Source: an optimization exercise on an open RTL-to-GDS flow (aim: small area and a short achievable clock period). Production flows keep margins and buffers that such runs may drop. The RTL was checked by simulation tests, not by an equivalence proof against the original design. No activity file was given, so power comes from the tool's default toggle rates.

`flow/flow/run.sh`:
```
#!/bin/bash
# Layout: the standard flow (standard.sh) with our own synthesis script
# (flow/my_synth.tcl) and buf_2 cells as the port buffers.
set -euo pipefail
HERE=$(pwd)
export MY_NO_FA=1
export MY_ABC='log_cmd abc {*}$lib_args {*}$lib_dont_use_args'
export BUFFER_PORTS_ARGS="-buffer_cell sky130_fd_sc_hd__buf_2"
bash standard.sh SYNTH_SCRIPT=$HERE/flow/my_synth.tcl finish > standard.log 2>&1
```
`flow/flow/my_synth.tcl`:
```
# The standard synthesis (synth_recipe.tcl) with two changes to ORFS's synth.tcl:
# the combinational logic is mapped by Yosys's default ABC script (better area
# than ORFS's) and, if MY_NO_FA is 1, no half/full adder cells are extracted.
# Registers, their names and cell types are as in the standard synthesis.
proc synth {args} { yosys synth -nofsm -noshare {*}$args }
set here [file dirname [file normalize [info script]]]
set f [open $::env(SCRIPTS_DIR)/synth.tcl r]; set src [read $f]; close $f
if {[info exists ::env(MY_NO_FA)] && $::env(MY_NO_FA)} {
  set src [string map {"extract_fa \{*\}\[dont_use_extract_fa_args\]" "# no extract_fa"} $src]
}
set src [string map [list {log_cmd abc {*}$abc_args} $::env(MY_ABC)] $src]
set f [open $here/synth_patched.tcl w]; puts $f $src; close $f
source $here/synth_patched.tcl
# left out here: clear keep_hierarchy, flatten, clean up, hide names made inside functions, write 1_2_yosys.v
```
`flow/standard.sh`:
```
#!/bin/bash
# synth_recipe.tcl (not shown) runs the flow's synth.tcl, then flattens the netlist and writes it again
# the make line also repeats each setting of config.mk as NAME=value (left out here)
make -C /OpenROAD-flow-scripts/flow DESIGN_CONFIG=/design/flow/config.mk WORK_HOME=/design/flow/orfs CLKGATE_MAP_FILE= SYNTH_SCRIPT=/design/flow/synth_recipe.tcl "${@:-finish}"
```
`flow/config.mk`:
```
export PLATFORM = sky130hd
export DESIGN_NAME = MidSort3x3
export DESIGN_NICKNAME = MidSort3x3
export VERILOG_FILES = /design/flow/design.v
export SDC_FILE = /design/flow/constraint.sdc
export NUM_CORES = 4
export LEC_CHECK = 0
export CAP_MARGIN = 20
export CORE_MARGIN = 2
export CORE_UTILIZATION = 40
export SETUP_SLACK_MARGIN = 1.0
export SLEW_MARGIN = 20
```
`flow/constraint.sdc`:
```
create_clock -name core_clock -period 3.0 [get_ports {clk}]
set_input_delay 0.6000 -clock core_clock [delete_from_list [all_inputs] [get_ports {clk}]]
set_output_delay 0.6000 -clock core_clock [all_outputs]
set_load 0.01 [all_outputs]
```
`flow/design.v`:
```
module comparer2 #(
    parameter DATA_WIDTH = 8
)(clk,arstn,dinA,dinB,max,min);
input clk;
input arstn;
input [DATA_WIDTH-1:0]dinA;
input [DATA_WIDTH-1:0]dinB;
output [DATA_WIDTH-1:0]max;
output [DATA_WIDTH-1:0]min;
reg [DATA_WIDTH-1:0]max_reg;
reg [DATA_WIDTH-1:0]min_reg;
assign max = max_reg;
assign min = min_reg;
always@(posedge clk or negedge arstn)
    begin
        if(~arstn)
            begin
                max_reg <= 0;
                min_reg <= 0;
            end
        else
            begin
                if(dinA > dinB)
                    begin
                        max_reg <= dinA;
                        min_reg <= dinB;
                    end
                else
                    begin
                        max_reg <= dinB;
                        min_reg <= dinA;
                    end
            end
    end
endmodule
module comparer3 #(
    parameter DATA_WIDTH = 8
)(clk,arstn,dinA,dinB,dinC,max,mid,min);
input clk;
input arstn;
input [DATA_WIDTH-1:0]dinA;
input [DATA_WIDTH-1:0]dinB;
input [DATA_WIDTH-1:0]dinC;
output [DATA_WIDTH-1:0]max;
output [DATA_WIDTH-1:0]mid;
output [DATA_WIDTH-1:0]min;
reg [DATA_WIDTH-1:0]dinc_delay;
always@(posedge clk or negedge arstn)
    begin
        if(~arstn)
            dinc_delay <= 0;
        else
            dinc_delay <= dinC;
    end
wire [DATA_WIDTH-1:0]first_max;
wire [DATA_WIDTH-1:0]first_min;
reg [DATA_WIDTH-1:0]first_min_delay;
always@(posedge clk or negedge arstn)
    begin
        if(~arstn)
            first_min_delay <= 0;
        else
            first_min_delay <= first_min;
    end
comparer2 #(
    .DATA_WIDTH(DATA_WIDTH)
)Inst_compare2_first(
    .clk(clk),
    .arstn(arstn),
    .dinA(dinA),
    .dinB(dinB),
    .max(first_max),
    .min(first_min)
);
wire [DATA_WIDTH-1:0]second_max;
wire [DATA_WIDTH-1:0]second_min;
reg [DATA_WIDTH-1:0]max_reg;
always@(posedge clk or negedge arstn)
    begin
        if(~arstn)
            max_reg <= 0;
        else
            max_reg <= second_max;
    end
assign max = max_reg;
comparer2 #(
    .DATA_WIDTH(DATA_WIDTH)
)Inst_compare2_second(
    .clk(clk),
    .arstn(arstn),
    .dinA(dinc_delay),
    .dinB(first_max),
    .max(second_max),
    .min(second_min)
);
comparer2 #(
    .DATA_WIDTH(DATA_WIDTH)
)Inst_compare2_third(
    .clk(clk),
    .arstn(arstn),
    .dinA(second_min),
    .dinB(first_min_delay),
    .max(mid),
    .min(min)
);
endmodule
module MidSort3x3 #(
    parameter DATA_WIDTH = 8
)(clk,arstn,din00,din01,din02,din10,din11,din12,
    din20,din21,din22,din_valid,dout_data,dout_valid,out0,out1,out2,
    out3,out4,out5,out6,out7,out8);
input clk;
input arstn;
input din_valid;
input [DATA_WIDTH-1:0]din00;
input [DATA_WIDTH-1:0]din01;
input [DATA_WIDTH-1:0]din02;
input [DATA_WIDTH-1:0]din10;
input [DATA_WIDTH-1:0]din11;
input [DATA_WIDTH-1:0]din12;
input [DATA_WIDTH-1:0]din20;
input [DATA_WIDTH-1:0]din21;
input [DATA_WIDTH-1:0]din22;
output [DATA_WIDTH-1:0]dout_data;
output dout_valid;
output [DATA_WIDTH-1:0]out0;
output [DATA_WIDTH-1:0]out1;
output [DATA_WIDTH-1:0]out2;
output [DATA_WIDTH-1:0]out3;
output [DATA_WIDTH-1:0]out4;
output [DATA_WIDTH-1:0]out5;
output [DATA_WIDTH-1:0]out6;
output [DATA_WIDTH-1:0]out7;
output [DATA_WIDTH-1:0]out8;
localparam W = DATA_WIDTH;
function [3*W-1:0] sort3;
    input [W-1:0] a;
    input [W-1:0] b;
    input [W-1:0] c;
    reg ab, ac, bc;
    reg [2:0] ra, rb, rc;   
    begin
        ab = a >= b;
        ac = a >= c;
        bc = b >= c;
        ra = {~ab & ~ac, ab ^ ac, ab & ac};
        rb = {ab & ~bc, ~(ab ^ bc), ~ab & bc};
        rc = {ac & bc, ac ^ bc, ~ac & ~bc};
        sort3 = {(a & {W{ra[0]}}) | (b & {W{rb[0]}}) | (c & {W{rc[0]}}),
                 (a & {W{ra[1]}}) | (b & {W{rb[1]}}) | (c & {W{rc[1]}}),
                 (a & {W{ra[2]}}) | (b & {W{rb[2]}}) | (c & {W{rc[2]}})};
    end
endfunction
wire [W-1:0] d [0:8];
assign d[0] = din00; assign d[1] = din01; assign d[2] = din02;
assign d[3] = din10; assign d[4] = din11; assign d[5] = din12;
assign d[6] = din20; assign d[7] = din21; assign d[8] = din22;
reg valid1, valid2, valid3;
always @(posedge clk or negedge arstn)
    if (~arstn) begin
        valid1 <= 1'b0;
        valid2 <= 1'b0;
        valid3 <= 1'b0;
    end else begin
        valid1 <= din_valid;
        valid2 <= valid1;
        valid3 <= valid2;
    end
assign dout_valid = valid3;
integer r, c, u, v, k;
reg [W-1:0] s1 [0:8];    
always @(posedge clk)
    for (r = 0; r < 3; r = r + 1)
        {s1[3*r], s1[3*r+1], s1[3*r+2]} <= sort3(d[3*r], d[3*r+1], d[3*r+2]);
reg [W-1:0] s2 [0:8];    
always @(posedge clk)
    for (c = 0; c < 3; c = c + 1)
        {s2[c], s2[3+c], s2[6+c]} <= sort3(s1[c], s1[3+c], s1[6+c]);
reg [8:0] pos [0:8];     
reg [W-1:0] res [0:8];
always @(*) begin
    for (u = 0; u < 9; u = u + 1) begin
        pos[u] = 9'b1 << ((u/3 + 1) * (u%3 + 1) - 1);
        for (v = 0; v < 9; v = v + 1)
            if ((u/3 < v/3 && u%3 > v%3) || (u/3 > v/3 && u%3 < v%3))
                if (v < u ? (s2[v] >= s2[u]) : (s2[v] > s2[u]))
                    pos[u] = {pos[u][7:0], 1'b0};
    end
    for (k = 0; k < 9; k = k + 1) begin
        res[k] = {W{1'b0}};
        for (u = 0; u < 9; u = u + 1)
            res[k] = res[k] | (s2[u] & {W{pos[u][k]}});
    end
end
reg [W-1:0] s3 [0:8];
always @(posedge clk)
    for (k = 0; k < 9; k = k + 1)
        s3[k] <= res[k];
assign out0 = s3[0];
assign out1 = s3[1];
assign out2 = s3[2];
assign out3 = s3[3];
assign out4 = s3[4];
assign out5 = s3[5];
assign out6 = s3[6];
assign out7 = s3[7];
assign out8 = s3[8];
assign dout_data = s3[4];
endmodule
```
==> impl_metrics.py, run 1 <==
metrics = {
    "cells_and_area": {
        "n_antenna_cell": 0,
        "nets": 1673,
        "drive_gt1_share_pct": 42.90,
        "fin_area_um2": 16000,
        "final-seq-area_um2": 4523,
        "fill_cells": 2296,
        "stdcell_count": 1954,
        "multiInputGateArea_um2": 7161,
        "syn2layout_area_growth_pct": 48.24,
    },
    "place": {
        "place_ws_ns": 0.02757,
        "placed_cells": 1771,
        "place_area_um2": 13080,
        "port_buffers": 155,
        "post-dp-hpwl_mm": 29.25,
        "gp_congestion": 0.9737,
    },
    "die": {
        "core_um2": 26730,
        "start_util_pct": 40.38,
        "io-pin-count": 156,
        "die_area_um2": 28310,
        "die_w_um": 168.3,
        "fp.dieH_um": 168.3,
        "rows": 60,
    },
    "sta": {
        "finalMaxSlewViolations": 0,
        "hold_viol": 0,
        "setup_viol": 0,
        "tightestPinTransition_ns": 0.6283,
        "min_period_ns": 2.692,
        "timing.slew.headroom_pct": 58.03,
        "clock.fmax_ghz": 0.3714,
        "finalCritPeriodShare_pct": 89.75,
        "rsz0062_at_grt": "true",
        "setup_slack_ns": 0.3076,
        "finClkSkew_ns": 0.01961,
        "tns_ns": 0,
    },
    "yosys": {
        "seq_area_frac_synth_pct": 40.77,
        "ys_ff_latch": 219,
        "synth_edf_count": 0,
        "syn_area_um2": 10790,
        "avgSynthCellArea_um2": 8.738,
        "netlist_instances": 1235,
        "yosys_warnings": 6,
        "synth-async-reset-ratio_pct": 1.370,
        "syn-num-nets": 1310,
        "ys.flop_type": "dfxtp_1",
        "synth.distinct_cells": 45,
    },
    "hold_path": {
        "hold_start": "din_valid",
        "hold_path_class": "input port to register",
        "hold_path_depth": 1,
    },
    "worst_setup_path": {
        "crit_path_end": "s2[7][2]",
        "r2r_slack_ns": 0.31,
        "worstSetupEndpointType": "register",
        "critPathLaunch": "s1[1][0]",
        "critical_path_class": "register to register",
        "critical_path_peak_fanout": 6,
        "crit_arrival_ns": 3.10,
        "r2r-start": "s1[1][0]",
        "regToRegEndpoint": "s2[7][2]",
        "worstPathRequired_ns": 3.41,
        "critPathLaunchType": "register",
        "r2r_cells": 10,
    },
    "routing": {
        "viasPerCell": 6.169,
        "met2_length_mm": 19.31,
        "drt_iter0_markers": 1464,
        "drc": 0,
        "drt_first_pass_iters": 10,
        "post_drt_wl_per_cell_um": 21.08,
        "wl_met3_mm": 3.272,
        "drtAntennaViolNets": 0,
        "top_layer_used": "met4",
        "wl_met1_mm": 16.27,
        "vias": 12050,
        "routed_wl_mm": 41.19,
    },
    "global_route": {
        "grt_usage_pct": 27.79,
        "grt_antenna_before_repair": 0,
        "grt_max_degree": 16,
        "grt_pass1_wl_mm": 62.76,
        "grt_pass1_vias": 11310,
        "grt-ovfl-total": 0,
    },
    "cts": {
        "cts-buffers-inserted": 23,
        "root_buffer": "clkbuf_16",
        "clkTransAtPathRegs_ns": 0.06,
        "cts_tree": "built",
        "clk_latency_ns": 0.52,
        "cts_max_path_buffers": 3,
        "clkSinkCount": 219,
        "htree_levels": 1,
    },
    "power_and_ir_drop": {
        "leakage_uw": 0.006364,
        "power_density_nw_per_um2": 1249,
        "peakVddDrop_v": 0.0005424,
    },
    "run_status": {
        "outcome": "finished clean",
    },
    "job": {
        "drv_cap": 0,
    },
}
[power by group]
group	switching (uW)	leakage, uW	internal, uW	total [uW]
Clock	1130	0.000360	1590	2720
Sequential	1250	0.00186	4170	5420
Combinational	6400	0.00415	5430	11800
Total	8790	0.00636	11200	20000
[synthesized netlist by cell type, types with 2 or more instances]
cell / number / share of area, %
dfxtp_1: 216 / 40
clkinv_1: 195 / 6.8
nand2_1: 107 / 3.7
a222oi_1: 101 / 9.4
o22ai_1: 74 / 4.3
a221o_1: 60 / 5.6
nor2_1: 53 / 1.8
nor3_1: 51 / 2.4
nor2b_1: 50 / 2.9
nand2b_1: 35 / 2.0
a22oi_1: 34 / 2.4
and2_0: 27 / 1.6
a21oi_1: 26 / 1.2
a22o_1: 26 / 2.1
o221ai_1: 22 / 1.8
maj3_1: 21 / 1.9
o21ai_0: 16 / 0.74
a221oi_1: 15 / 1.2
a31oi_1: 10 / 0.58
buf_4: 8 / 0.56
o2bb2ai_1: 7 / 0.57
a211o_1: 6 / 0.49
a2bb2oi_1: 6 / 0.49
o21a_1: 6 / 0.42
a211oi_1: 5 / 0.35
a21o_1: 5 / 0.35
and3_1: 5 / 0.29
o211ai_1: 5 / 0.35
o21bai_1: 5 / 0.35
xnor2_1: 5 / 0.41
nor4_1: 4 / 0.23
o2111ai_1: 4 / 0.32
or2_0: 4 / 0.23
a31o_1: 3 / 0.24
dfrtp_1: 3 / 0.70
o221a_1: 3 / 0.31
nand3_1: 2 / 0.093
o41ai_1: 2 / 0.16
xor2_1: 2 / 0.16
[critical path: stages, from the launching register on]
cell and delay [ns]:
dfxtp_4 0.35, nand2b_4 0.13, maj3_2 0.30, maj3_2 0.31
a221oi_2 0.26, o221ai_2 0.15, a22oi_2 0.21, nor2_4 0.10
a222oi_1 0.54, buf_4 0.21, clkinv_2 0.04
[kinds of logic after synthesis]
group,synth area share (%)
AOI/OAI and AO/OA,33.88
xor gates and xnor gates,0.5681
adders and majority gates,1.948
buffers and inverters,7.339
DFF,40.77
and+or+nand+nor,15.50
[metal layers]
layer  GRT usage, %  vias to the layer above
met4          14.99                        0
met5              0                        -
met2          46.84                      720
met1          34.80                     5624
li1               -                     5570
met3          3.291                      140
[flip-flops by register name, summed over array words and instances (netlist names)]
signal and cells:
s3 72, valid2 1, valid3 1, s1 72, s2 72, valid1 1
[cell usage in the layout, fill, tap and decap left out, types with 25 or more instances in the layout]
master      n
a221o_1    60
a222oi_1  101
a22o_1     25
buf_2     146
buf_4     144
buf_6      37
clkinv_1  171
dfxtp_1   167
dfxtp_4    25
nand2_1    93
nand2b_1   28
nor2_4     28
nor2b_1    36
nor3_1     35
o22ai_1    60
[per-stage QoR]
| stage | utilization (%) | hold WS (ns) | total power (uW) |
|---|---|---|---|
| finish | 59.86 | 0.2030 | 19980 |
| global route | 59.86 | 0.1833 | 21030 |
| CTS | 56.58 | 0.1853 | 18530 |
| detailed placement | 48.95 | 0.3128 | 14410 |
| global placement | 48.95 | 0.3126 | 14390 |
| floorplan | - | 0.3044 | 11330 |
[timing repair]
item	4_1_cts	5_1_grt
endpoints found under the setup margin	200	200
setup buffers	79	53
gates resized for setup	158	122
pin swaps	133	112
cloned	10	0
hold buffers	1	0
hold endpoints to repair	3	0
[worst min path at each step]
stage | to | slack (ns)
finish | valid1 | 0.20
global route | valid1 | 0.18
CTS | valid1 | 0.19
detailed placement | s3[0][6] | 0.31
global placement | s3[8][5] | 0.31
floorplan | valid1 | 0.30
[cell type report]
class	instances	share of cell area, %
timing repair buffer	336	14.84
clock buffer	30	3.957
sequential	219	28.27
inverter	195	4.896
tap	341	2.667
clock inverter	10	0.6100
multi-input combinational	823	44.76
==> inputs of run 2 (changes only) <==
--- a/flow/design.v
+++ b/flow/design.v
@@ -171,11 +171,11 @@
 reg [W-1:0] s1 [0:8];    
 always @(posedge clk)
     for (r = 0; r < 3; r = r + 1)
-        {s1[3*r], s1[3*r+1], s1[3*r+2]} <= sort3(d[3*r], d[3*r+1], d[3*r+2]);
+        {s1[3*r], s1[3*r+1], s1[3*r+2]} <= ~sort3(d[3*r], d[3*r+1], d[3*r+2]);
 reg [W-1:0] s2 [0:8];    
 always @(posedge clk)
     for (c = 0; c < 3; c = c + 1)
-        {s2[c], s2[3+c], s2[6+c]} <= sort3(s1[c], s1[3+c], s1[6+c]);
+        {s2[c], s2[3+c], s2[6+c]} <= sort3(~s1[c], ~s1[3+c], ~s1[6+c]);
 reg [8:0] pos [0:8];     
 reg [W-1:0] res [0:8];
 always @(*) begin
==> flow/flow/run.sh (replaced) <==
#!/bin/bash
# Layout: the standard flow (standard.sh) with our own synthesis script
# (flow/my_synth.tcl: Yosys's default ABC mapping, no adder extraction) and
# buf_1 cells as the port buffers. Each ORFS step logs to orfs/logs/; the
# make output goes to standard.log.
set -euo pipefail
HERE=$(pwd)
export MY_NO_FA=1
export MY_ABC='log_cmd abc {*}$lib_args {*}$lib_dont_use_args'
export BUFFER_PORTS_ARGS="-buffer_cell sky130_fd_sc_hd__buf_1"
bash standard.sh SYNTH_SCRIPT=$HERE/flow/my_synth.tcl finish > standard.log 2>&1
--- a/flow/config.mk
+++ b/flow/config.mk
@@ -7,6 +7,7 @@
 export LEC_CHECK = 0
 export CAP_MARGIN = 20
 export CORE_MARGIN = 2
-export CORE_UTILIZATION = 40
-export SETUP_SLACK_MARGIN = 1.0
+export CORE_UTILIZATION = 60
+export GPL_TIMING_DRIVEN = 0
+export SETUP_SLACK_MARGIN = 0.1
 export SLEW_MARGIN = 20
==> impl_metrics.py, run 2 <==
metrics = {
    "place": {
        "port_buffers": 155,
        "gp_congestion": 1.003,
        "placed_cells": 1537,
        "post-dp-hpwl_mm": 24.18,
    },
    "sta": {
        "tightestPinTransition_ns": 0.7207,
        "tns_ns": 0,
        "setup_viol": 0,
        "hold_viol": 0,
        "min_period_ns": 2.814,
        "finalCritPeriodShare_pct": 93.80,
        "timing.slew.headroom_pct": 51.96,
        "rsz0062_at_grt": "true",
        "holdWs_ns": 0.1970,
        "clock.fmax_ghz": 0.3554,
        "finClkSkew_ns": 0.01215,
        "finalMaxSlewViolations": 0,
    },
    "cts": {
        "root_buffer": "clkbuf_16",
        "cts_max_path_buffers": 3,
        "cts_tree": "built",
        "cts-buffers-inserted": 22,
        "clkTransAtPathRegs_ns": 0.06,
        "clk_latency_ns": 0.51,
        "clkSinkCount": 219,
        "htree_levels": 1,
    },
    "power_and_ir_drop": {
        "power_density_nw_per_um2": 1313,
        "leakage_uw": 0.004530,
        "peakVddDrop_v": 0.0008794,
    },
    "routing": {
        "wl_met3_mm": 4.094,
        "drt_iter0_markers": 2102,
        "vias": 11230,
        "routed_wl_mm": 34.83,
        "drtAntennaViolNets": 0,
        "drc": 0,
        "viasPerCell": 7.043,
        "drt_first_pass_iters": 17,
        "met2_length_mm": 15.25,
        "top_layer_used": "met4",
        "post_drt_wl_per_cell_um": 21.84,
        "wl_met1_mm": 13.35,
    },
    "yosys": {
        "ys_top_cells_by_area": "dfxtp_1, a222oi_1, o221ai_1",
        "yosysTopAreaCell": "dfxtp_1",
        "avgSynthCellArea_um2": 9.062,
        "yosys.area.top_type_share_pct": 41.24,
        "ys.flop_type": "dfxtp_1",
        "synth-async-reset-ratio_pct": 1.370,
        "seq_area_frac_synth_pct": 41.96,
        "synth_common_cells": "dfxtp_1, clkinv_1, a222oi_1",
        "yosys_warnings": 6,
        "synth.distinct_cells": 48,
        "syn-num-nets": 1232,
        "yosysMostFrequentCell": "dfxtp_1",
        "synth_edf_count": 0,
        "syn_area_um2": 10490,
        "netlist_instances": 1157,
        "ys_ff_latch": 219,
    },
    "global_route": {
        "grt_pass1_wl_mm": 52.75,
        "grt_max_degree": 16,
        "grt-ovfl-total": 0,
        "grt_pass1_vias": 9868,
        "grt_antenna_before_repair": 0,
        "grt_usage_pct": 36.05,
    },
    "worst_setup_path": {
        "worstPathRequired_ns": 3.38,
        "worstSetupEndpointType": "register",
        "cpPeakStageDelay_ns": 0.50,
        "critPathLaunchType": "register",
        "crit_arrival_ns": 3.19,
        "critical_path_peak_fanout": 10,
        "crit_chain": "clkinv_1, o221ai_1, a21oi_1, o22ai_1, a21oi_2, nor4_4, and3_2, nor4_1, or3b_1",
        "critical_path_class": "register to register",
        "slowest_stage": "dfxtp_2",
    },
    "cells_and_area": {
        "layout_common_cells": "dfxtp_1, buf_1, clkinv_1",
        "nets": 1429,
        "drive_gt1_share_pct": 11.02,
        "n_antenna_cell": 0,
        "fill_cells": 1315,
        "final_common_cell": "dfxtp_1",
        "syn2layout_area_growth_pct": 20.91,
        "stdcell_count": 1595,
    },
    "die": {
        "start_util_pct": 61.04,
        "core_um2": 17180,
        "die_w_um": 136.2,
        "fp.dieH_um": 136.2,
        "rows": 48,
        "die_area_um2": 18550,
        "io-pin-count": 156,
    },
    "run_status": {
        "outcome": "finished clean",
    },
    "hold_path": {
        "hold_path_class": "input port to register",
    },
    "job": {
        "drv_cap": 0,
    },
}
-- run 2: cell families after synthesis --
| logic type | after synthesis | synth area share [%] |
|---|---|---|
| AND/OR/NAND/NOR | 317 | 15.11 |
| adder cells (fa/ha/maj) | 18 | 1.718 |
| flip-flops | 219 | 41.96 |
| AO/OA/AOI/OAI | 473 | 36.09 |
| buffers and inverters | 126 | 4.797 |
| XOR/XNOR | 4 | 0.3342 |
-- run 2: critical path: cells and delay by family (launching register included) --
kind | cells | cell delay [ns]
AO/OA/AOI/OAI | 4 | 0.66
flip-flops | 1 | 0.50
AND/OR/NAND/NOR | 4 | 1.26
buffers and inverters | 1 | 0.27
-- run 2: final cells by class --
cell class	count	area, um^2	share of cell area [%]
inverters	118	462.9	3.652
multi-input cells	812	5941	46.86
well taps	225	281.5	2.221
clock inverters	11	142.6	1.125
flip-flops and latches	219	4432	34.96
clock buffers	29	638.1	5.034
plain buffers	8	60.06	0.4737
repair buffers	173	719.4	5.675
-- run 2: per-layer routing --
| metal | global-route usage [%] | vias up |
|---|---|---|
| met2 | 56.09 | 836 |
| met1 | 47.74 | 5130 |
| met5 | 0 | - |
| met4 | 18.92 | 0 |
| met3 | 6.562 | 189 |
| li1 | - | 5079 |
-- run 2: power by group --
part / leakage (uW) / switching, uW / internal [uW] / total (uW)
Combinational: 0.00230 / 4840 / 3300 / 8140
Clock: 0.000381 / 1110 / 1760 / 2870
Sequential: 0.00185 / 1510 / 4130 / 5640
Total: 0.00453 / 7460 / 9190 / 16600
-- run 2: path summary, 6_finish.rpt --
| kind | end | cells after the start | slack [ns] | from |
|---|---|---|---|---|
| max | s3[3][4] | 9 | 0.19 | s2[2][2] |
| min | valid1 | 1 | 0.20 | din_valid |
| max reg2reg | s3[3][4] | 9 | 0.19 | s2[2][2] |
| min reg2reg | s3[0][4] | 0 | 0.33 | s2[0][4] |
| max in group asynchronous | valid3 | 2 | 2.40 | arstn |
| min in group asynchronous | valid2 | 2 | 0.45 | arstn |
-- run 2: timing repair --
item / 4_1_cts / 5_1_grt
resized for setup: 43 / 77
hold endpoints to repair: 3 / 0
pin swaps: 3 / 8
hold buffers: 1 / 0
setup buffers: 7 / 10
setup endpoints to repair: 65 / 93
-- run 2: per-stage QoR --
stage	utilization [%]	worst slack (ns)	area (um^2)	power, uW
final	73.81	0.1861	12680	16650
after global routing	73.81	0.07242	12680	17470
after CTS	71.88	0.07916	12350	15750
after detailed placement	66.10	-0.6323	11350	12370
after global placement	66.10	-0.5819	11350	12290
after floorplan	-	0.1568	10490	10060
==> inputs of run 3 (changes only) <==
==> flow/flow/run.sh (replaced) <==
#!/bin/bash
# Layout: the standard flow (standard.sh) with our own synthesis script
# (flow/my_synth.tcl: ABC maps with flow/abc_fast.script, a delay-oriented
# mapping with gate sizing (the {D} in it is left empty: no delay target),
# and no adder extraction) and buf_1 cells as the
# port buffers. Each ORFS step logs to orfs/logs/; make's output goes to
# standard.log.
set -euo pipefail
HERE=$(pwd)
export MY_NO_FA=1
export MY_ABC="log_cmd abc -script $HERE/flow/abc_fast.script {*}\$lib_args {*}\$lib_dont_use_args"
export BUFFER_PORTS_ARGS="-buffer_cell sky130_fd_sc_hd__buf_1"
bash standard.sh SYNTH_SCRIPT=$HERE/flow/my_synth.tcl finish > standard.log 2>&1
==> flow/flow/abc_fast.script (new file) <==
strash; dch -f; map {D}; topo; buffer -p; upsize {D}; dnsize {D}; stime -p
--- a/flow/flow/my_synth.tcl
+++ b/flow/flow/my_synth.tcl
@@ -1,6 +1,6 @@
 # The standard synthesis (synth_recipe.tcl) with two changes to ORFS's synth.tcl:
-# the combinational logic is mapped by Yosys's default ABC script (better area
-# than ORFS's) and, if MY_NO_FA is 1, no half/full adder cells are extracted.
+# the combinational logic is mapped by the ABC command in MY_ABC (see run.sh)
+# and, if MY_NO_FA is 1, no half/full adder cells are extracted.
 # Registers, their names and cell types are as in the standard synthesis.
 proc synth {args} { yosys synth -nofsm -noshare {*}$args }
 set here [file dirname [file normalize [info script]]]
--- a/flow/config.mk
+++ b/flow/config.mk
@@ -8,6 +8,7 @@
 export CAP_MARGIN = 20
 export CORE_MARGIN = 2
 export CORE_UTILIZATION = 60
+export CTS_BUF_LIST = sky130_fd_sc_hd__clkbuf_8
 export GPL_TIMING_DRIVEN = 0
-export SETUP_SLACK_MARGIN = 0.1
+export SETUP_SLACK_MARGIN = 0.8
 export SLEW_MARGIN = 20
==> impl_metrics.py, run 3 <==
metrics = {
    "run_status": {
        "outcome": "finished clean",
    },
    "die": {
        "die_w_um": 151.4,
        "core_um2": 21150,
        "start_util_pct": 61.63,
        "rows": 53,
        "fp.dieH_um": 151.4,
        "die_area_um2": 22930,
        "io-pin-count": 156,
    },
    "yosys": {
        "synth.distinct_cells": 84,
        "synth-async-reset-ratio_pct": 1.370,
        "ys_top_cells_by_area": "dfxtp_1, nand2_1, nand3_1",
        "syn_area_um2": 13040,
        "netlist_instances": 1764,
        "syn-num-nets": 1839,
        "yosysTopAreaCell": "dfxtp_1",
        "yosys_warnings": 6,
        "avgSynthCellArea_um2": 7.391,
        "yosys.area.top_type_share_pct": 33.17,
        "ys.flop_type": "dfxtp_1",
        "synth_edf_count": 0,
        "synth_common_cells": "nand2_1, nand3_1, dfxtp_1",
        "seq_area_frac_synth_pct": 33.74,
        "yosysMostFrequentCell": "nand2_1",
        "ys_ff_latch": 219,
    },
    "cts": {
        "clk_latency_ns": 0.53,
        "cts_max_path_buffers": 3,
        "clkTransAtPathRegs_ns": 0.06,
        "cts_tree": "built",
        "clkSinkCount": 219,
        "cts-buffers-inserted": 36,
        "root_buffer": "clkbuf_8",
        "htree_levels": 2,
    },
    "power_and_ir_drop": {
        "peakVddDrop_v": 0.0006913,
        "leakage_uw": 0.006686,
        "power_density_nw_per_um2": 1330,
    },
    "place": {
        "port_buffers": 155,
        "gp_congestion": 1.051,
        "post-dp-hpwl_mm": 34.07,
    },
    "worst_setup_path": {
        "worstPathRequired_ns": 3.41,
        "worstSetupEndpointType": "register",
        "critical_path_class": "register to register",
        "critical_path_peak_fanout": 10,
        "critPathLaunchType": "register",
        "crit_arrival_ns": 2.61,
    },
    "hold_path": {
        "hold_path_class": "input port to register",
    },
    "global_route": {
        "grt_max_degree": 14,
        "grt_antenna_before_repair": 2,
        "grt_usage_pct": 38.60,
        "grt_pass1_vias": 13150,
        "grt_pass1_wl_mm": 69.26,
        "grt-ovfl-total": 0,
    },
    "cells_and_area": {
        "nets": 2059,
        "syn2layout_area_growth_pct": 17.83,
        "layout_common_cells": "nand2_1, nand3_1, nor2_1",
        "final_common_cell": "nand2_1",
        "drive_gt1_share_pct": 19.04,
        "fill_cells": 1738,
    },
    "sta": {
        "finClkSkew_ns": 0.02216,
        "holdWs_ns": 0.1913,
        "tightestPinTransition_ns": 0.7142,
        "min_period_ns": 2.206,
        "setup_viol": 0,
        "rsz0062_at_grt": "true",
        "tns_ns": 0,
        "finalMaxSlewViolations": 0,
        "timing.slew.headroom_pct": 52.06,
        "finalCritPeriodShare_pct": 73.55,
        "hold_viol": 0,
        "clock.fmax_ghz": 0.4532,
    },
    "routing": {
        "drtAntennaViolNets": 0,
        "routed_wl_mm": 45.27,
        "post_drt_wl_per_cell_um": 19.84,
        "vias": 14760,
        "drt_iter0_markers": 2103,
        "viasPerCell": 6.470,
        "drc": 0,
        "drt_first_pass_iters": 7,
    },
    "job": {
        "drv_cap": 0,
    },
}
## run 3: cell types whose count changed in the layout (fill, tap and decap cells not counted), sizes merged, moves of 53 or more
cell,previous run,this run
nand3,22,230
inv,1,206
nor2,52,188
nand2,90,332
a222oi,96,0
nand4,0,80
nand2b,60,7
clkinv,119,10
## run 3: where the power goes
group          internal [uW]  switching [uW]  leakage, uW
combinational           4160            7660      0.00441
clock                   1630            1130     0.000427
sequential              4310            1540      0.00185
## run 3: cell type report
class                      count  area (um^2)  area share, %
sequential                   219         4502          29.30
tap                          275        344.1          2.240
inverter                     203        799.5          5.204
timing repair buffer         182        818.3          5.327
buffer                        37        257.7          1.678
clock inverter                18        196.4          1.279
multi-input combinational   1305         7864          51.19
clock buffer                  42        578.1          3.763
antenna                        1        2.502        0.01629
## run 3: worst paths after layout
path | start | slack, ns | endpoint | cells past startpoint
setup / recovery | s1[7][7] | 0.79 | s2[7][4] | 7
hold / removal | din_valid | 0.19 | valid1 | 1
setup reg to reg | s1[7][7] | 0.79 | s2[7][4] | 7
hold reg to reg | s2[0][6] | 0.32 | s3[0][6] | 0
max in group asynchronous | arstn | 2.43 | valid3 | 2
min in group asynchronous | arstn | 0.41 | valid1 | 2
## run 3: what timing repair did
item / CTS / global route
hold endpoints to repair: 3 / 0
hold buffers: 1 / 0
pin swaps: 0 / 10
buffers inserted: 0 / 26
gates cloned: 0 / 0
resized for setup: 27 / 117
setup endpoints to repair: 53 / 134
## run 3: kinds of logic after synthesis
family,Yosys count,share of synthesized area [%]
DFF,219,33.74
AOI/OAI and AO/OA,407,24.51
and+or+nand+nor,867,31.53
xor gates and xnor gates,25,1.795
buffers and inverters,240,7.937
adders and majority gates,6,0.4894
## run 3: metal layers
| layer | routed length (um) | vias to the layer above | global-route usage, % | part of all wire (%) |
|---|---|---|---|---|
| met5 | 13 | - | 0 | 0.029 |
| met4 | 2477 | 2 | 18.83 | 5.5 |
| met3 | 5429 | 222 | 8.705 | 12 |
| met2 | 20370 | 1062 | 62.62 | 45 |
| met1 | 16980 | 6670 | 48.40 | 38 |
| li1 | - | 6808 | - | - |
## run 3: per-stage QoR
step | std cells | util [%] | cell area [um^2] | setup slack [ns] | power [uW]
6_report | 2282 | 72.62 | 15360 | 0.7935 | 20430
5_1_grt | 2281 | 72.61 | 15360 | 0.7227 | 21670
4_1_cts | 2255 | 69.97 | 14800 | 0.7910 | 18910
3_5_place_dp | 2194 | 66.01 | 13960 | 0.3362 | 16020
3_3_place_gp | 2194 | 66.01 | 13960 | 0.3462 | 15880
2_1_floorplan | 1764 | - | 13040 | 1.073 | 12760
## run 3: critical path, stage by stage, from the launching register on
cell and delay (ns):
dfxtp_1 0.45, xor2_1 0.22, nor2_1 0.08, a221oi_1 0.32, and2_1 0.25, nand2_1 0.20
buf_2 0.26, o221ai_1 0.29
==> inputs of run 4 (changes only) <==
--- a/flow/design.v
+++ b/flow/design.v
@@ -133,6 +133,22 @@
 output [DATA_WIDTH-1:0]out7;
 output [DATA_WIDTH-1:0]out8;
 localparam W = DATA_WIDTH;
+function ge;
+    input [W-1:0] a;
+    input [W-1:0] b;
+    reg [W-1:0] gt, eq;
+    integer n, step;
+    begin
+        gt = a & ~b;
+        eq = ~(a ^ b);
+        for (step = 1; step < W; step = step * 2)
+            for (n = 0; n + step < W; n = n + 2 * step) begin
+                gt[n] = gt[n + step] | (eq[n + step] & gt[n]);
+                eq[n] = eq[n + step] & eq[n];
+            end
+        ge = gt[0] | eq[0];
+    end
+endfunction
 function [3*W-1:0] sort3;
     input [W-1:0] a;
     input [W-1:0] b;
@@ -140,9 +156,9 @@
     reg ab, ac, bc;
     reg [2:0] ra, rb, rc;   
     begin
-        ab = a >= b;
-        ac = a >= c;
-        bc = b >= c;
+        ab = ge(a, b);
+        ac = ge(a, c);
+        bc = ge(b, c);
         ra = {~ab & ~ac, ab ^ ac, ab & ac};
         rb = {ab & ~bc, ~(ab ^ bc), ~ab & bc};
         rc = {ac & bc, ac ^ bc, ~ac & ~bc};
@@ -183,7 +199,7 @@
         pos[u] = 9'b1 << ((u/3 + 1) * (u%3 + 1) - 1);
         for (v = 0; v < 9; v = v + 1)
             if ((u/3 < v/3 && u%3 > v%3) || (u/3 > v/3 && u%3 < v%3))
-                if (v < u ? (s2[v] >= s2[u]) : (s2[v] > s2[u]))
+                if (v < u ? ge(s2[v], s2[u]) : ~ge(s2[u], s2[v]))
                     pos[u] = {pos[u][7:0], 1'b0};
     end
     for (k = 0; k < 9; k = k + 1) begin
--- a/flow/flow/run.sh
+++ b/flow/flow/run.sh
@@ -1,8 +1,7 @@
 #!/bin/bash
 # Layout: the standard flow (standard.sh) with our own synthesis script
-# (flow/my_synth.tcl: ABC maps with flow/abc_fast.script, a delay-oriented
-# mapping with gate sizing (the {D} in it is left empty: no delay target),
-# and no adder extraction) and buf_1 cells as the
+# (flow/my_synth.tcl: ABC maps with flow/abc_fast.script, a mapping for a
+# 1.2 ns delay target with gate sizing, and no adder extraction) and buf_1 cells as the
 # port buffers. Each ORFS step logs to orfs/logs/; make's output goes to
 # standard.log.
 set -euo pipefail
==> flow/flow/abc_fast.script (replaced) <==
strash; dch -f; map -D 1200; topo; buffer -p; upsize -D 1200; dnsize -D 1200; stime -p
--- a/flow/config.mk
+++ b/flow/config.mk
@@ -10,5 +10,5 @@
 export CORE_UTILIZATION = 60
 export CTS_BUF_LIST = sky130_fd_sc_hd__clkbuf_8
 export GPL_TIMING_DRIVEN = 0
-export SETUP_SLACK_MARGIN = 0.8
+export SETUP_SLACK_MARGIN = 0.6
 export SLEW_MARGIN = 20
==> impl_metrics.py, run 4 <==
metrics = {
    "global_route": {
        "grt_pass1_vias": 11140,
        "grt_usage_pct": 37.44,
        "grt_pass1_wl_mm": 59.20,
        "grt-ovfl-total": 0,
        "grt_antenna_before_repair": 0,
        "grt_max_degree": 12,
    },
    "cells_and_area": {
        "final_common_cell": "nand2_1",
        "n_antenna_cell": 0,
        "syn2layout_area_growth_pct": 20.42,
        "nets": 1797,
        "layout_common_cells": "nand2_1, dfxtp_1, inv_1",
        "fill_cells": 1544,
        "drive_gt1_share_pct": 16.54,
    },
    "run_status": {
        "outcome": "finished clean",
    },
    "yosys": {
        "synth_edf_count": 0,
        "avgSynthCellArea_um2": 7.474,
        "ys.flop_type": "dfxtp_1",
        "synth-async-reset-ratio_pct": 1.370,
        "netlist_instances": 1511,
        "seq_area_frac_synth_pct": 38.95,
        "syn-num-nets": 1586,
        "yosysTopAreaCell": "dfxtp_1",
        "yosysMostFrequentCell": "nand2_1",
        "synth_common_cells": "nand2_1, dfxtp_1, inv_1",
        "ys_ff_latch": 219,
        "syn_area_um2": 11290,
        "yosys.area.top_type_share_pct": 38.29,
        "synth.distinct_cells": 59,
        "yosys_warnings": 6,
        "ys_top_cells_by_area": "dfxtp_1, nand2_1, nand3_1",
    },
    "cts": {
        "root_buffer": "clkbuf_8",
        "clkTransAtPathRegs_ns": 0.07,
        "cts-buffers-inserted": 36,
        "clk_latency_ns": 0.53,
        "htree_levels": 2,
        "clkSinkCount": 219,
        "cts_max_path_buffers": 3,
        "cts_tree": "built",
    },
    "sta": {
        "setup_slack_ns": 0.6534,
        "min_period_ns": 2.347,
        "rsz0062_at_grt": "true",
        "finalCritPeriodShare_pct": 78.22,
        "finClkSkew_ns": 0.02647,
        "timing.slew.headroom_pct": 61.62,
        "hold_viol": 0,
        "clock.fmax_ghz": 0.4261,
        "setup_viol": 0,
        "tightestPinTransition_ns": 0.5737,
        "holdWs_ns": 0.1693,
        "finalMaxSlewViolations": 0,
    },
    "power_and_ir_drop": {
        "leakage_uw": 0.005866,
        "clkPwrFrac_pct": 15.3,
        "p_sw_uw": 8688,
        "p_comb_share_pct": 53.7,
        "peakVddDrop_v": 0.0006547,
        "p_int_uw": 9218,
        "seqPwrFrac_pct": 31.0,
        "power_density_nw_per_um2": 1317,
        "power_uw": 17910,
        "p_sw_share_pct": 48.52,
    },
    "routing": {
        "post_drt_wl_per_cell_um": 19.76,
        "drt_iter0_markers": 1802,
        "drtAntennaViolNets": 0,
        "drc": 0,
        "vias": 12940,
        "routed_wl_mm": 39.14,
        "viasPerCell": 6.533,
        "drt_first_pass_iters": 8,
    },
    "worst_setup_path": {
        "critPathLaunchType": "register",
        "worstSetupEndpointType": "register",
        "critical_path_peak_fanout": 10,
        "worstPathRequired_ns": 3.42,
        "critical_path_class": "register to register",
        "crit_arrival_ns": 2.77,
        "r2r_slack_ns": 0.65,
    },
    "die": {
        "core_um2": 18580,
        "die_area_um2": 19940,
        "start_util_pct": 60.78,
        "io-pin-count": 156,
        "die_w_um": 141.2,
        "rows": 50,
        "fp.dieH_um": 141.2,
    },
    "place": {
        "gp_congestion": 1.032,
        "place_ws_ns": -0.1684,
        "port_buffers": 155,
        "post-dp-hpwl_mm": 29.00,
    },
    "job": {
        "drv_cap": 0,
    },
    "hold_path": {
        "hold_path_class": "input port to register",
    },
}
==> run 4: layout make-up <==
cell class / instances / area [um^2] / area share, %
Buffer: 23 / 153.9 / 1.132
Timing Repair Buffer: 173 / 744.5 / 5.474
Inverter: 212 / 810.8 / 5.962
Clock inverter: 18 / 153.9 / 1.132
Multi-Input combinational cell: 1057 / 6341 / 46.63
Tap cell: 234 / 292.8 / 2.153
Clock buffer: 45 / 619.3 / 4.554
Sequential cell: 219 / 4483 / 32.97
==> run 4: critical path, stage by stage (launching register included) <==
cell,delay (ns)
dfxtp_4,0.41
inv_2,0.14
nor2_1,0.07
nor3_1,0.24
nand4_1,0.18
a21oi_2,0.18
or2_4,0.17
nand3_1,0.12
nor2_2,0.17
inv_2,0.09
buf_2,0.21
o221ai_1,0.24
==> run 4: what timing repair did <==
item                       CTS  global route
hold endpoints to repair     3             0
hold buffers                 1             0
setup endpoints to repair   72           143
resized for setup           45           118
buffers inserted             2            15
pin swaps                    0             9
==> run 4: through the flow <==
step	instances	setup TNS (ns)	instance area [um^2]	utilization [%]
6_report	1981	0	13600	73.19
5_1_grt	1981	0	13600	73.19
4_1_cts	1966	0	13080	70.40
3_5_place_dp	1900	-0.1684	12170	65.49
3_3_place_gp	1900	-0.1368	12170	65.49
2_1_floorplan	1511	0	11290	-
==> run 4: path summary, 6_finish.rpt <==
path / from / to / depth (start not counted)
setup / recovery: s2[2][6] / s3[2][6] / 11
hold / removal: din_valid / valid1 / 1
setup reg to reg: s2[2][6] / s3[2][6] / 11
hold reg to reg: s2[0][5] / s3[0][5] / 0
max in group asynchronous: arstn / valid2 / 2
min in group asynchronous: arstn / valid3 / 2
==> run 4: kinds of logic (layout without fill, tap and decap cells) <==
kind of cell | count (synthesis) | count (layout) | synth area share, %
AOI/OAI and AO/OA | 492 | 492 | 30.86
xor gates and xnor gates | 9 | 9 | 0.6979
buffers and inverters | 235 | 471 | 8.365
DFF | 219 | 219 | 38.95
and+or+nand+nor | 556 | 556 | 21.13
==> run 4: power groups by stage <==
stage	Clock, uW	Sequential [uW]	Combinational, uW
floorplan	0	5130	5840
global placement	0	5450	8150
detailed placement	0	5460	8220
CTS	2740	5470	8400
global route	2880	5590	10400
finish	2740	5560	9610
==> run 4: layer usage <==
metal | part of all wire [%] | GRT usage, %
met5 | 0 | 0
met4 | 5.0 | 16.89
met3 | 11 | 8.118
met2 | 46 | 60.30
met1 | 38 | 48.37
==> inputs of run 5 (changes only) <==
--- a/flow/flow/run.sh
+++ b/flow/flow/run.sh
@@ -1,7 +1,7 @@
 #!/bin/bash
 # Layout: the standard flow (standard.sh) with our own synthesis script
 # (flow/my_synth.tcl: ABC maps with flow/abc_fast.script, a mapping for a
-# 1.2 ns delay target with gate sizing, and no adder extraction) and buf_1 cells as the
+# 1.3 ns delay target with gate sizing, and no adder extraction) and buf_1 cells as the
 # port buffers. Each ORFS step logs to orfs/logs/; make's output goes to
 # standard.log.
 set -euo pipefail
==> flow/flow/abc_fast.script (replaced) <==
strash; dch -f; map -D 1300; topo; buffer -p; upsize -D 1300; dnsize -D 1300; stime -p
==> impl_metrics.py, run 5 <==
metrics = {
    "run_status": {
        "outcome": "finished clean",
    },
    "yosys": {
        "synth_common_cells": "dfxtp_1, nand2_1, nor2_1",
        "ys_top_cells_by_area": "dfxtp_1, nand2_1, o221ai_1",
        "synth-async-reset-ratio_pct": 1.370,
        "synth.distinct_cells": 64,
        "synth_edf_count": 0,
        "yosysTopAreaCell": "dfxtp_1",
        "yosys_warnings": 6,
        "syn-num-nets": 1496,
        "ys_ff_latch": 219,
        "ys.flop_type": "dfxtp_1",
        "avgSynthCellArea_um2": 7.878,
        "netlist_instances": 1421,
        "seq_area_frac_synth_pct": 39.30,
        "yosys.area.top_type_share_pct": 38.63,
        "yosysMostFrequentCell": "dfxtp_1",
        "syn_area_um2": 11190,
    },
    "worst_setup_path": {
        "critPathLaunchType": "register",
        "worstSetupEndpointType": "register",
        "regToRegEndpoint": "s3[2][7]",
        "critical_path_peak_fanout": 10,
        "r2r-start": "s2[6][2]",
        "cpMostUsedCell": "o221ai_1",
        "crit_chain": "inv_4, a22oi_1, nand2_1, o221ai_1, o21ai_1, a21boi_2, nand3_2, nor2_4, nand2_2, buf_2, o221ai_1",
        "r2r_slack_ns": 0.64,
        "critPathTopFamily": "compound AO/OA/AOI/OAI gates",
        "worstPathRequired_ns": 3.43,
        "cpPeakStageDelay_ns": 0.44,
        "critical_path_class": "register to register",
        "r2r_cells": 11,
        "critPathBufInv": 2,
        "crit_arrival_ns": 2.79,
        "slowest_stage": "dfxtp_4",
    },
    "die": {
        "die_area_um2": 19770,
        "io-pin-count": 156,
        "rows": 49,
        "start_util_pct": 61.69,
        "fp.dieH_um": 140.6,
        "die_w_um": 140.6,
        "core_um2": 18150,
    },
    "power_and_ir_drop": {
        "p_sw_uw": 8541,
        "power_uw": 17840,
        "clkPwrFrac_pct": 15.4,
        "peakVddDrop_v": 0.0007503,
        "p_comb_share_pct": 53.9,
        "leakage_uw": 0.005698,
        "power_density_nw_per_um2": 1325,
        "seqPwrFrac_pct": 30.7,
        "p_sw_share_pct": 47.88,
        "p_int_uw": 9299,
    },
    "sta": {
        "holdWs_ns": 0.1816,
        "timing.slew.headroom_pct": 52.94,
        "setup_slack_ns": 0.6383,
        "finClkSkew_ns": 0.04717,
        "clock.fmax_ghz": 0.4234,
        "tightestPinTransition_ns": 0.7059,
        "min_period_ns": 2.362,
        "hold_viol": 0,
        "rsz0062_at_grt": "true",
        "setup_viol": 0,
        "finalMaxSlewViolations": 0,
        "finalCritPeriodShare_pct": 78.72,
    },
    "hold_path": {
        "hold_start": "din_valid",
        "hold_path_depth": 1,
        "hold_path_class": "input port to register",
        "min_to": "valid1",
    },
    "routing": {
        "viasPerCell": 6.496,
        "drt_iter0_markers": 1525,
        "routed_wl_mm": 36.83,
        "drt_first_pass_iters": 9,
        "post_drt_wl_per_cell_um": 19.49,
        "drtAntennaViolNets": 0,
        "vias": 12270,
        "drc": 0,
    },
    "place": {
        "place_ws_ns": -0.1161,
        "gp_congestion": 1.011,
        "port_buffers": 155,
        "post-dp-hpwl_mm": 27.48,
    },
    "cts": {
        "cts_tree": "built",
        "clkSinkCount": 219,
        "root_buffer": "clkbuf_8",
        "cts_max_path_buffers": 3,
        "clk_latency_ns": 0.55,
        "htree_levels": 2,
        "cts-buffers-inserted": 36,
        "clkTransAtPathRegs_ns": 0.06,
    },
    "global_route": {
        "grt_usage_pct": 35.59,
        "grt_antenna_before_repair": 0,
        "grt-ovfl-total": 0,
        "grt_max_degree": 14,
        "grt_pass1_vias": 10610,
        "grt_pass1_wl_mm": 56.81,
    },
    "cells_and_area": {
        "layout_common_cells": "nand2_1, dfxtp_1, buf_1",
        "multiInputGateArea_um2": 6168,
        "drive_gt1_share_pct": 20.30,
        "final_common_cell": "nand2_1",
        "fin_util_pct": 74.20,
        "nets": 1712,
        "fill_cells": 1444,
        "syn2layout_area_growth_pct": 20.29,
        "n_antenna_cell": 0,
        "final-seq-area_um2": 4464,
    },
    "job": {
        "drv_cap": 0,
    },
}
-- run 5: cell count changes in the layout (fill, tap and decap cells not counted), sizes merged, moves of 15 or more --
cell    before  now
nand2      246  214
o21ai       64   42
a21oi       78   54
clkbuf      51   66
a221oi      19   58
nand3      137   71
nor2       132  153
-- run 5: layout make-up --
cell class / count / share of cell area (%)
plain buffers: 24 / 1.152
clock buffers: 43 / 4.395
clock inverters: 18 / 1.329
inverters: 210 / 6.226
multi-input cells: 968 / 45.81
flip-flops and latches: 219 / 33.15
well taps: 229 / 2.128
repair buffers: 178 / 5.807
-- run 5: how the worst max path moves through the flow --
stage,cells after the start,start,to
5_1_grt,11,s1[3][1],s2[6][5]
3_5_place_dp,13,din02[3],s1[1][7]
2_1_floorplan,9,s2[6][7],s3[2][1]
3_3_place_gp,13,din02[3],s1[1][7]
6_report,11,s2[6][2],s3[2][7]
4_1_cts,11,din01[1],s1[2][7]
-- run 5: worst register-to-register path, stage by stage (launching register included) --
cell and delay [ns]:
dfxtp_4 0.44, inv_4 0.10, a22oi_1 0.20, nand2_1 0.08, o221ai_1 0.07, o21ai_1 0.10
a21boi_2 0.26, nand3_2 0.20, nor2_4 0.17, nand2_2 0.13, buf_2 0.23, o221ai_1 0.26
-- run 5: kinds of logic (layout without fill, tap and decap cells) --
| logic type | Yosys count | after routing | synth area share (%) |
|---|---|---|---|
| AOI/OAI and AO/OA | 484 | 484 | 32.49 |
| and+or+nand+nor | 470 | 470 | 18.25 |
| buffers and inverters | 234 | 473 | 8.796 |
| DFF | 219 | 219 | 39.30 |
| xor gates and xnor gates | 14 | 14 | 1.162 |
-- run 5: metal layers --
layer  vias up  track usage (%)  wire length, um
met5         -                0                0
met4         0            14.05             1645
met3       152            6.250             4097
met2       919            57.48            16810
met1      5525            47.83            14270
li1       5674                -                -
-- run 5: metrics by stage --
stage          instance area [um^2]  std cells  setup TNS, ns
6_report                      13470       1889              0
3_5_place_dp                  12060       1805        -0.1161
5_1_grt                       13470       1889              0
3_3_place_gp                  12060       1805       -0.03098
4_1_cts                       12890       1867              0
2_1_floorplan                 11190       1421              0
-- run 5: what timing repair did --
action | in CTS | in global routing
hold endpoints to repair | 3 | 0
setup endpoints to repair | 42 | 103
hold buffers | 1 | 0
resized for setup | 23 | 108
setup buffers | 0 | 22
pin swaps | 0 | 7
cloned | 0 | 0
-- run 5: power by group through the flow --
stage                     Combinational, uW  Clock, uW  Sequential [uW]
final                                  9620       2740             5480
after global routing                  10400       2910             5530
after CTS                              8590       2770             5370
after detailed placement               8510          0             5400
after global placement                 8400          0             5370
after floorplan                        6180          0             5160
==> inputs of run 6 (changes only) <==
--- a/flow/design.v
+++ b/flow/design.v
@@ -136,17 +136,17 @@
 function ge;
     input [W-1:0] a;
     input [W-1:0] b;
-    reg [W-1:0] gt, eq;
+    reg [W-1:0] g, p;
     integer n, step;
     begin
-        gt = a & ~b;
-        eq = ~(a ^ b);
+        g = a & ~b;
+        p = a | ~b;
         for (step = 1; step < W; step = step * 2)
             for (n = 0; n + step < W; n = n + 2 * step) begin
-                gt[n] = gt[n + step] | (eq[n + step] & gt[n]);
-                eq[n] = eq[n + step] & eq[n];
+                g[n] = g[n + step] | (p[n + step] & g[n]);
+                p[n] = p[n + step] & p[n];
             end
-        ge = gt[0] | eq[0];
+        ge = g[0] | p[0];
     end
 endfunction
 function [3*W-1:0] sort3;
==> impl_metrics.py, run 6 <==
metrics = {
    "yosys": {
        "synth.distinct_cells": 58,
        "ys_top_cells_by_area": "dfxtp_1, o22ai_1, o221ai_1",
        "yosys.area.top_type_share_pct": 39.35,
        "yosysMostFrequentCell": "nand2_1",
        "seq_area_frac_synth_pct": 40.03,
        "yosys_warnings": 6,
        "netlist_instances": 1402,
        "ys_ff_latch": 219,
        "ys.flop_type": "dfxtp_1",
        "syn_area_um2": 10990,
        "synth_common_cells": "nand2_1, dfxtp_1, inv_1",
        "avgSynthCellArea_um2": 7.838,
        "synth_edf_count": 0,
        "synth-async-reset-ratio_pct": 1.370,
        "yosysTopAreaCell": "dfxtp_1",
        "syn-num-nets": 1477,
    },
    "sta": {
        "finalCritPeriodShare_pct": 79.70,
        "hold_viol": 0,
        "setup_viol": 0,
        "tns_ns": 0,
        "tightestPinTransition_ns": 0.6813,
        "finalMaxSlewViolations": 0,
        "rsz0062_at_grt": "true",
        "min_period_ns": 2.391,
        "timing.slew.headroom_pct": 54.41,
        "finClkSkew_ns": 0.02003,
        "clock.fmax_ghz": 0.4183,
    },
    "routing": {
        "vias": 11990,
        "routed_wl_mm": 35.27,
        "drt_first_pass_iters": 6,
        "drc": 0,
        "drtAntennaViolNets": 0,
        "viasPerCell": 6.465,
        "drt_iter0_markers": 1306,
        "post_drt_wl_per_cell_um": 19.01,
    },
    "worst_setup_path": {
        "cpMostUsedCell": "nand2_2",
        "slowest_stage": "dfxtp_4",
        "worstSetupEndpointType": "register",
        "critPathLaunchType": "register",
        "critical_path_class": "register to register",
        "crit_chain": "inv_8, nor2_2, a21oi_2, nand2_1, a21oi_1, nand3_1, o221ai_4, nor2_4, nand2_2, inv_2, nand2_2, clkbuf_4, o221ai_1",
        "cpPeakStageDelay_ns": 0.44,
        "worstPathRequired_ns": 3.40,
        "critical_path_peak_fanout": 10,
        "crit_arrival_ns": 2.79,
    },
    "die": {
        "die_area_um2": 19410,
        "start_util_pct": 61.18,
        "rows": 49,
        "core_um2": 17960,
        "io-pin-count": 156,
        "die_w_um": 139.3,
        "fp.dieH_um": 139.3,
    },
    "global_route": {
        "grt_pass1_wl_mm": 54.73,
        "grt_pass1_vias": 10700,
        "grt-ovfl-total": 0,
        "grt_max_degree": 12,
        "grt_antenna_before_repair": 1,
        "grt_usage_pct": 34.53,
    },
    "power_and_ir_drop": {
        "leakage_uw": 0.005465,
        "power_density_nw_per_um2": 1356,
        "peakVddDrop_v": 0.001250,
    },
    "cts": {
        "root_buffer": "clkbuf_8",
        "cts-buffers-inserted": 34,
        "clk_latency_ns": 0.52,
        "cts_max_path_buffers": 3,
        "htree_levels": 2,
        "clkSinkCount": 219,
        "clkTransAtPathRegs_ns": 0.06,
        "cts_tree": "built",
    },
    "hold_path": {
        "hold_path_class": "input port to register",
    },
    "cells_and_area": {
        "stdcell_count": 1855,
        "n_antenna_cell": 0,
        "drive_gt1_share_pct": 15.07,
        "final_common_cell": "nand2_1",
        "layout_common_cells": "nand2_1, dfxtp_1, inv_1",
        "syn2layout_area_growth_pct": 18.18,
        "nets": 1677,
        "fill_cells": 1542,
    },
    "place": {
        "placed_cells": 1786,
        "gp_congestion": 1.021,
        "post-dp-hpwl_mm": 26.40,
        "port_buffers": 155,
    },
    "job": {
        "drv_cap": 0,
    },
    "run_status": {
        "outcome": "finished clean",
    },
}
[run 6: changes by cell type in the layout (fill, tap and decap cells not counted), moves of 27 or more]
| cell | previous run | this run |
|---|---|---|
| a21oi_1 | 48 | 95 |
| a221oi_1 | 48 | 21 |
| a22oi_1 | 85 | 43 |
| inv_1 | 135 | 172 |
| inv_2 | 70 | 38 |
| nor2_1 | 127 | 85 |
| o22ai_1 | 92 | 137 |
[run 6: final cells by class]
type,count,area (um^2),share of cell area (%)
Tap cell,229,286.5,2.206
Inverter,208,808.3,6.223
Multi-Input combinational cell,953,5878,45.26
Clock inverter,15,141.4,1.089
Clock buffer,45,619.3,4.769
Sequential cell,219,4449,34.26
Buffer,22,152.6,1.175
Timing Repair Buffer,164,651.9,5.019
[run 6: path summary, 6_finish.rpt]
kind / startpoint / end / slack, ns / cells after the start
setup / recovery: s2[6][7] / s3[2][0] / 0.61 / 13
hold / removal: din_valid / valid1 / 0.18 / 1
setup reg to reg: s2[6][7] / s3[2][0] / 0.61 / 13
hold reg to reg: s2[8][3] / s3[8][3] / 0.31 / 0
max in group asynchronous: arstn / valid1 / 2.44 / 2
min in group asynchronous: arstn / valid2 / 0.41 / 2
[run 6: what timing repair did]
action,CTS,global route
hold endpoints to repair,3,0
gates resized for setup,22,67
endpoints found under the setup margin,40,84
pin swaps,0,5
gates cloned,0,0
setup buffers,0,8
hold buffers,1,0
[run 6: critical path: cells and delay by family (launching register included)]
kind	cells	cell delay, ns
and+or+nand+nor	6	0.83
AOI/OAI and AO/OA	4	0.60
DFF	1	0.44
buffers and inverters	3	0.39
[run 6: power by group]
group / leakage, uW / total (uW) / switching, uW / internal [uW]
logic: 0.00319 / 9290 / 5960 / 3330
registers: 0.00185 / 5610 / 1400 / 4210
clock network: 0.000423 / 2710 / 1110 / 1600
total: 0.00546 / 17600 / 8470 / 9140
[run 6: layer usage]
metal / GRT usage [%] / vias up / part of all wire [%] / routed length [um]
met4: 18.77 / 0 / 5.8 / 2038
met2: 56.79 / 795 / 46 / 16260
met1: 43.14 / 5474 / 38 / 13560
met3: 6.160 / 155 / 9.7 / 3404
met5: 0 / - / 0 / 0
li1: - / 5568 / - / -
[run 6: cell families (layout without fill, tap and decap cells)]
family / count (synthesis) / after routing / synth area share, %
compound gates: 531 / 531 / 34.26
xor+xnor: 13 / 13 / 1.241
buf+inv: 230 / 454 / 8.653
simple gates: 409 / 409 / 15.81
flops: 219 / 219 / 40.03
[run 6: through the flow]
stage	area, um^2	utilization, %	hold WS, ns	total power (uW)	setup WS, ns
4_1_cts	12660	70.47	0.1749	16780	0.5997
2_1_floorplan	10990	-	0.3044	11360	0.9731
6_report	12990	72.30	0.1838	17610	0.6091
5_1_grt	12990	72.30	0.1657	18600	0.4732
3_3_place_gp	11860	66.01	0.3112	13860	0.1820
3_5_place_dp	11860	66.01	0.3121	14000	0.1658
==> inputs of run 7 (changes only) <==
--- a/flow/config.mk
+++ b/flow/config.mk
@@ -9,6 +9,6 @@
 export CORE_MARGIN = 2
 export CORE_UTILIZATION = 60
 export CTS_BUF_LIST = sky130_fd_sc_hd__clkbuf_8
-export GPL_TIMING_DRIVEN = 0
+export GPL_TIMING_DRIVEN = 1
 export SETUP_SLACK_MARGIN = 0.6
 export SLEW_MARGIN = 20
==> impl_metrics.py, run 7 <==
metrics = {
    "run_status": {
        "outcome": "finished clean",
    },
    "routing": {
        "vias": 11920,
        "drc": 0,
        "viasPerCell": 6.449,
        "drtAntennaViolNets": 0,
        "post_drt_wl_per_cell_um": 19.32,
        "drt_first_pass_iters": 6,
        "drt_iter0_markers": 1413,
        "routed_wl_mm": 35.71,
    },
    "global_route": {
        "grt_usage_pct": 34.88,
        "grt_pass1_wl_mm": 54.70,
        "grt_pass1_vias": 10500,
        "grt-ovfl-total": 0,
        "grt_antenna_before_repair": 0,
        "grt_max_degree": 17,
    },
    "cts": {
        "cts_max_path_buffers": 3,
        "clk_latency_ns": 0.53,
        "root_buffer": "clkbuf_8",
        "clkTransAtPathRegs_ns": 0.06,
        "clkSinkCount": 219,
        "cts-buffers-inserted": 34,
        "htree_levels": 2,
        "cts_tree": "built",
    },
    "worst_setup_path": {
        "r2r-start": "s2[6][7]",
        "critPathLaunchType": "register",
        "regToRegEndpoint": "s3[2][1]",
        "crit_arrival_ns": 2.77,
        "worstPathRequired_ns": 3.42,
        "r2r_slack_ns": 0.65,
        "worstSetupEndpointType": "register",
        "r2r_cells": 12,
        "critical_path_peak_fanout": 16,
        "critical_path_class": "register to register",
    },
    "sta": {
        "tightestPinTransition_ns": 0.7026,
        "rsz0062_at_grt": "true",
        "setup_slack_ns": 0.6467,
        "finalCritPeriodShare_pct": 78.44,
        "finalMaxSlewViolations": 0,
        "clock.fmax_ghz": 0.4249,
        "min_period_ns": 2.353,
        "hold_viol": 0,
        "setup_viol": 0,
        "timing.slew.headroom_pct": 53.12,
        "finClkSkew_ns": 0.02727,
        "tns_ns": 0,
    },
    "place": {
        "port_buffers": 155,
        "post-dp-hpwl_mm": 26.72,
        "place_ws_ns": 0.2996,
        "gp_congestion": 1.010,
    },
    "yosys": {
        "syn_area_um2": 10990,
        "ys_ff_latch": 219,
        "avgSynthCellArea_um2": 7.838,
        "syn-num-nets": 1477,
        "synth_common_cells": "nand2_1, dfxtp_1, inv_1",
        "yosys.area.top_type_share_pct": 39.35,
        "seq_area_frac_synth_pct": 40.03,
        "netlist_instances": 1402,
        "ys.flop_type": "dfxtp_1",
        "synth-async-reset-ratio_pct": 1.370,
        "yosysTopAreaCell": "dfxtp_1",
        "yosysMostFrequentCell": "nand2_1",
        "yosys_warnings": 6,
        "synth_edf_count": 0,
        "synth.distinct_cells": 58,
        "ys_top_cells_by_area": "dfxtp_1, o22ai_1, o221ai_1",
    },
    "job": {
        "drv_cap": 0,
    },
    "die": {
        "die_w_um": 139.3,
        "rows": 49,
        "start_util_pct": 61.18,
        "io-pin-count": 156,
        "core_um2": 17960,
        "fp.dieH_um": 139.3,
        "die_area_um2": 19410,
    },
    "hold_path": {
        "hold_start": "din_valid",
        "hold_path_depth": 1,
        "min_to": "valid1",
        "hold_path_class": "input port to register",
    },
    "cells_and_area": {
        "fin_util_pct": 71.16,
        "layout_common_cells": "nand2_1, dfxtp_1, inv_1",
        "fill_cells": 1543,
        "drive_gt1_share_pct": 13.16,
        "nets": 1670,
        "n_antenna_cell": 0,
        "final_common_cell": "nand2_1",
        "syn2layout_area_growth_pct": 16.32,
    },
    "power_and_ir_drop": {
        "leakage_uw": 0.005414,
        "peakVddDrop_v": 0.001161,
        "power_density_nw_per_um2": 1340,
    },
}
## run 7: changes by cell type in the layout (fill, tap and decap cells not counted), moves of 5 or more
cell      delta
dfxtp_1     +11
buf_4        +6
dfxtp_4      -6
inv_1        +6
dfxtp_2      -5
o221ai_1     +5
o221ai_2     -5
## run 7: worst max-delay path, stage by stage, from the launching register on
cell	delay [ns]
dfxtp_4	0.44
inv_8	0.07
nor2_2	0.17
a21oi_2	0.04
nand2_1	0.14
a21oi_1	0.07
nand3_1	0.16
o221ai_4	0.22
nor2_4	0.19
nand2_2	0.11
inv_2	0.09
nand2_2	0.21
o221ai_1	0.33
## run 7: cell type report
class	instances	area, um^2	share of cell area [%]
multi-input combinational	953	5816	45.50
sequential	219	4420	34.58
inverter	208	808.3	6.323
timing repair buffer	179	764.5	5.981
clock buffer	43	591.8	4.630
tap	229	286.5	2.242
clock inverter	17	95.09	0.7439
## run 7: power breakdown
group	switching [uW]	total [uW]	internal, uW	leakage, uW
Combinational	6010	9260	3250	0.00316
Sequential	1240	5410	4180	0.00185
Clock	1090	2460	1370	0.000402
## run 7: worst max path at each step
stage               startpoint  endpoint
floorplan             din01[1]  s1[1][5]
global placement      din12[1]  s1[4][6]
detailed placement    din12[1]  s1[4][7]
CTS                   s2[2][4]  s3[5][5]
global route          s2[6][7]  s3[3][5]
finish                s2[6][7]  s3[2][1]
## run 7: through the flow
| step | cells | hold WS (ns) | total power, uW | cell area [um^2] |
|---|---|---|---|---|
| finish | 1848 | 0.1735 | 17130 | 12780 |
| global route | 1848 | 0.1648 | 18110 | 12780 |
| CTS | 1845 | 0.1583 | 16440 | 12570 |
| detailed placement | 1784 | 0.3132 | 13960 | 11870 |
| global placement | 1784 | 0.3095 | 13860 | 11870 |
| floorplan | 1402 | 0.3044 | 11360 | 10990 |
## run 7: kinds of logic (layout without fill, tap and decap cells)
family	after synthesis	after routing	share of synthesized area [%]
buf+inv	230	447	8.653
xor+xnor	13	13	1.241
flops	219	219	40.03
compound gates	531	531	34.26
simple gates	409	409	15.81
## run 7: repair_timing
item                                    CTS  global route
cloned                                    0             0
hold endpoints to repair                  3             0
resized for setup                         5            53
endpoints found under the setup margin   41            76
hold buffers                              1             0
setup buffers                             0             3
## run 7: routing by layer
| layer | GRT usage [%] | wire, um | share of wire (%) |
|---|---|---|---|
| met2 | 56.58 | 16600 | 46 |
| met3 | 6.022 | 3571 | 10 |
| met5 | 0 | 0 | 0 |
| met1 | 44.35 | 13600 | 38 |
| met4 | 19.09 | 1938 | 5.4 |

re-timing with driven ports:
No port has a modelled driver above. Below, the same layouts with a new extraction and two added sets of constraints. Step 1, drivers: a clkbuf_16 drives clk and a buf_2 each remaining input, both assumed. Step 2, shift: input delay + t, output delay - t, t = (earliest + latest rising clock arrival at the registers) / 2. This alone moves slack from input paths to output paths. Three values: ideal, step 1, step 2; two values: the first two.
run | t, ns | setup slack, ns | hold WS [ns] | latest minus earliest clock arrival (ns)
run 1 | 0.556 | 0.308 / 0.308 / 0.110 | 0.203 / 0.174 / 0.326 | 0.020 / 0.020
run 2 | 0.549 | 0.186 / 0.186 / -0.252 | 0.197 / 0.172 / 0.326 | 0.014 / 0.014
run 3 | 0.566 | 0.794 / 0.794 / 0.304 | 0.191 / 0.164 / 0.323 | 0.023 / 0.022
run 4 | 0.561 | 0.653 / 0.653 / 0.191 | 0.169 / 0.148 / 0.325 | 0.032 / 0.031
run 5 | 0.571 | 0.638 / 0.638 / 0.146 | 0.182 / 0.158 / 0.288 | 0.047 / 0.047
run 6 | 0.555 | 0.609 / 0.609 / 0.153 | 0.184 / 0.159 / 0.312 | 0.020 / 0.021
run 7 | 0.559 | 0.647 / 0.647 / 0.257 | 0.173 / 0.153 / 0.313 | 0.028 / 0.027
With both steps, setup timing fails in run 2, where it was met with ideal ports. The setup slack of run 5, which loses most, moves by 0.000 ns with the drivers and by -0.492 ns with both steps.
